From an optimization exercise on the open Yosys and OpenROAD flow, aimed at small area and a short achievable clock period; shortcuts taken in it are not production practice. Where RTL was checked, it was by simulation tests only, not by an equivalence proof against the original.

## alpha
## int8_mac_tree
module int8_mac_tree (
    input clk,  
    input reset,  
    input signed [7:0] in0,
    input signed [7:0] in1,
    input signed [7:0] in2,
    input signed [7:0] in3,
    input signed [7:0] in4,
    input signed [7:0] in5,
    input signed [7:0] in6,
    input signed [7:0] in7,
    input signed [7:0] in8,
    input signed [7:0] in9,
    input signed [7:0] in10,
    input signed [7:0] in11,
    input signed [7:0] in12,
    input signed [7:0] in13,
    input signed [7:0] in14,
    input signed [7:0] in15,
    output signed [31:0] out,
    output reg signed [15:0] prod0, prod1, prod2, prod3, prod4, prod5, prod6, prod7,
    output signed [17:0] sum_level2_0, sum_level2_1
);
For scale: roughly 2,100 cells after synthesis, about 150 flip-flops, ~330 I/O pins, ~22,000 sq um of cells after synthesis.
==> flow/config.mk <==
export PLATFORM = sky130hd
export DESIGN_NAME = int8_mac_tree
export DESIGN_NICKNAME = int8_mac_tree
export VERILOG_FILES = /design/flow/design.v
export SDC_FILE = /design/flow/constraint.sdc
export NUM_CORES = 4
export LEC_CHECK = 0
export CAP_MARGIN = 20
export CORE_MARGIN = 2
export CORE_UTILIZATION = 75
export SLEW_MARGIN = 20
export SYNTH_HIERARCHICAL = 1
export SYNTH_MINIMUM_KEEP_SIZE = 0
==> flow/constraint.sdc <==
create_clock -name core_clock -period 12.0 [get_ports {clk}]
set_input_delay 2.4000 -clock core_clock [delete_from_list [all_inputs] [get_ports {clk}]]
set_output_delay 2.4000 -clock core_clock [all_outputs]
set_load 0.01 [all_outputs]
standard.sh (not shown) runs the stock make flow with config.mk's settings and CLKGATE_MAP_FILE= SYNTH_SCRIPT=/design/flow/synth_recipe.tcl, a recipe that flattens the netlist after the stock synthesis.
==> flow/flow/run.sh <==
#!/bin/bash
# Standard layout, with the port buffers made from a plain buffer cell
# instead of the delay buffer buffer_ports picks on its own, and timing
# repair aiming at a setup slack of 6.0 ns.
set -euo pipefail
export BUFFER_PORTS_ARGS="-buffer_cell sky130_fd_sc_hd__buf_2"
bash standard.sh SETUP_SLACK_MARGIN=6.0 finish > standard.log 2>&1
[inputs] beta vs alpha
Settings: swapping 75 for 65 in CORE_UTILIZATION.
diff --git a/flow/flow/run.sh b/flow/flow/run.sh
--- a/flow/flow/run.sh
+++ b/flow/flow/run.sh
@@ -4,4 +4,4 @@
 # repair aiming at a setup slack of 6.0 ns.
 set -euo pipefail
-export BUFFER_PORTS_ARGS="-buffer_cell sky130_fd_sc_hd__buf_2"
+export BUFFER_PORTS_ARGS="-buffer_cell sky130_fd_sc_hd__buf_1"
 bash standard.sh SETUP_SLACK_MARGIN=6.0 finish > standard.log 2>&1
### Flow results
Compared beta against alpha; total area of multi-input combinational cells within noise. beta -> alpha: synthesized area divided by synthesized cell count delta 0, exact match. Via count of the first global-routing pass: beta vs alpha down 629. Changes observed in beta relative to alpha: vias per cell shrank by 0.38; placed wire-length estimate shows a reduction of 0.97%; met2 routing resource usage after global routing lost 12 points; number of sequential cells held steady. Setup slack: beta > alpha. Compared beta vs alpha, and critical path depth is down in beta. Row vias after detailed routing: beta lower / alpha higher.

========
== the baseline ==
int8_mac_tree, a different RTL version from the one above (not shown whole).
Size: ~1,900 cells after synthesis, about 150 flip-flops, about 330 I/O pins, ~21,000 um^2 of cells after synthesis.
Settings: LEC_CHECK=0, CAP_MARGIN=20, CORE_MARGIN=2, CORE_UTILIZATION=65, SLEW_MARGIN=20, SYNTH_HIERARCHICAL=1, SYNTH_MINIMUM_KEEP_SIZE=0; clock period 12.0 ns.
==> flow/flow/run.sh <==
#!/bin/bash
# Standard layout, with the port buffers made from a plain buffer cell
# instead of the delay buffer buffer_ports picks on its own, and timing
# repair aiming at a setup slack of 6.2 ns.
set -euo pipefail
export BUFFER_PORTS_ARGS="-buffer_cell sky130_fd_sc_hd__buf_1"
bash standard.sh SETUP_SLACK_MARGIN=6.2 finish > standard.log 2>&1
Setup changes, the baseline to the candidate
==> flow/flow/run.sh <==
#!/bin/bash
# Standard layout, with the port buffers made from a plain buffer cell
# instead of the delay buffer buffer_ports picks on its own, and timing
# repair aiming at a setup slack of 6.0 ns.
set -euo pipefail
export BUFFER_PORTS_ARGS="-buffer_cell sky130_fd_sc_hd__buf_1"
bash standard.sh SETUP_SLACK_MARGIN=6.0 finish > standard.log 2>&1
## What came out
- Multi-input gate share of the layout cell area was lower in the run labelled the baseline.
- The candidate gives less total vias in the final route than the baseline did.
- For the sequential share of layout area, the candidate came in 0.31 points higher than the baseline did.
- From the baseline to the candidate the numbers moved as follows: multi-input logic cell count did not really move, fraction of met2 tracks used by global routing went down.
- Logic depth of the worst register-to-register path on the candidate is down relative to the baseline.
Function was not checked in any run of this note: the RTL went through the layout flow alone.

========
int8_mac_tree, a different RTL version from the one above (not shown whole).
Size in the first run: ~2000 cells after synthesis, ~21000 µm² of cells after synthesis.
==> flow/config.mk <==
export PLATFORM = sky130hd
export DESIGN_NAME = int8_mac_tree
export DESIGN_NICKNAME = int8_mac_tree
export VERILOG_FILES = /design/flow/design.v
export SDC_FILE = /design/flow/constraint.sdc
export NUM_CORES = 4
export LEC_CHECK = 0
export CAP_MARGIN = 20
export CORE_MARGIN = 2
export CORE_UTILIZATION = 65
export SLEW_MARGIN = 20
export SYNTH_HIERARCHICAL = 1
export SYNTH_MINIMUM_KEEP_SIZE = 0
==> flow/constraint.sdc <==
create_clock -name core_clock -period 12.0 [get_ports {clk}]
set_input_delay 2.4000 -clock core_clock [delete_from_list [all_inputs] [get_ports {clk}]]
set_output_delay 2.4000 -clock core_clock [all_outputs]
set_load 0.01 [all_outputs]
==> flow/flow/run.sh <==
#!/bin/bash
# Standard layout, with the port buffers made from a plain buffer cell
# instead of the delay buffer buffer_ports picks on its own, and timing
# repair aiming at a setup slack of 6.2 ns.
set -euo pipefail
export BUFFER_PORTS_ARGS="-buffer_cell sky130_fd_sc_hd__buf_1"
bash standard.sh SETUP_SLACK_MARGIN=6.2 finish > standard.log 2>&1
The starting point completed with no timing, DRC or antenna violations.
Then changed:
==> flow/flow/run.sh (replaced) <==
#!/bin/bash
# Standard layout, with the port buffers made from a plain buffer cell
# instead of the delay buffer buffer_ports picks on its own, and timing
# repair aiming at a setup slack of 6.0 ns.
set -euo pipefail
export BUFFER_PORTS_ARGS="-buffer_cell sky130_fd_sc_hd__buf_1"
bash standard.sh SETUP_SLACK_MARGIN=6.0 finish > standard.log 2>&1
- CTS_BUF_LIST: unset -> sky130_fd_sc_hd__clkbuf_8
- The new run went through all stages and came out clean
- setup slack degrades by 0.068 ns
- non-clock buffer count went down by 23
- cell count went down by 0.86%
Then changed:
- CTS_BUF_LIST: sky130_fd_sc_hd__clkbuf_8 -> unset
What happened:
- synthesized area stays the same
- setup slack gets better by 0.039 ns
- via count stays flat
- clock-buffer cell count went up by 2
- core utilization goes up by 0.12 points
- die area stays the same
- sequential cell count stays the same
Function was not checked in any run of this note: the RTL went through the layout flow alone.

what the ideal ports hide:
Ports are ideal in the flow. The routed layouts listed here were re-timed in OpenROAD. Step 1: set_driving_cell puts a clkbuf_16 on clk and a buf_2 on each other input, an assumption about the parent block. Step 2 times the ports against the registers' clock, not the clock port: input delays grow and output delays shrink by t, the midpoint of the rising clock arrivals with the driver on. a / b / c = ideal ports / drivers / drivers and shift; a / b = the first two.
run | t (ns) | setup WS [ns] | worst slew at a driven data input, ns | pins driven straight from the clock port
alpha | 0.481 | 6.008 / 5.955 / 5.731 | 0.04 | 1
beta | 0.482 | 6.062 / 6.015 / 5.700 | 0.04 | 1
the baseline | 0.493 | 6.065 / 6.015 / 5.867 | 0.04 | 1
the candidate | 0.489 | 6.067 / 6.016 / 5.875 | 0.04 | 1
the first run of note 3 | 0.481 | 6.015 / 5.964 / 5.873 | 0.04 | 1
the second run of note 3 | 0.502 | 5.947 / 5.902 / 5.693 | 0.04 | 1
the third run of note 3 | 0.479 | 5.986 / 5.936 / 5.703 | 0.04 | 1
After both steps every run listed still meets setup and hold. The setup slack of beta, which loses most, moves by -0.047 ns with the drivers and by -0.362 ns with both steps.
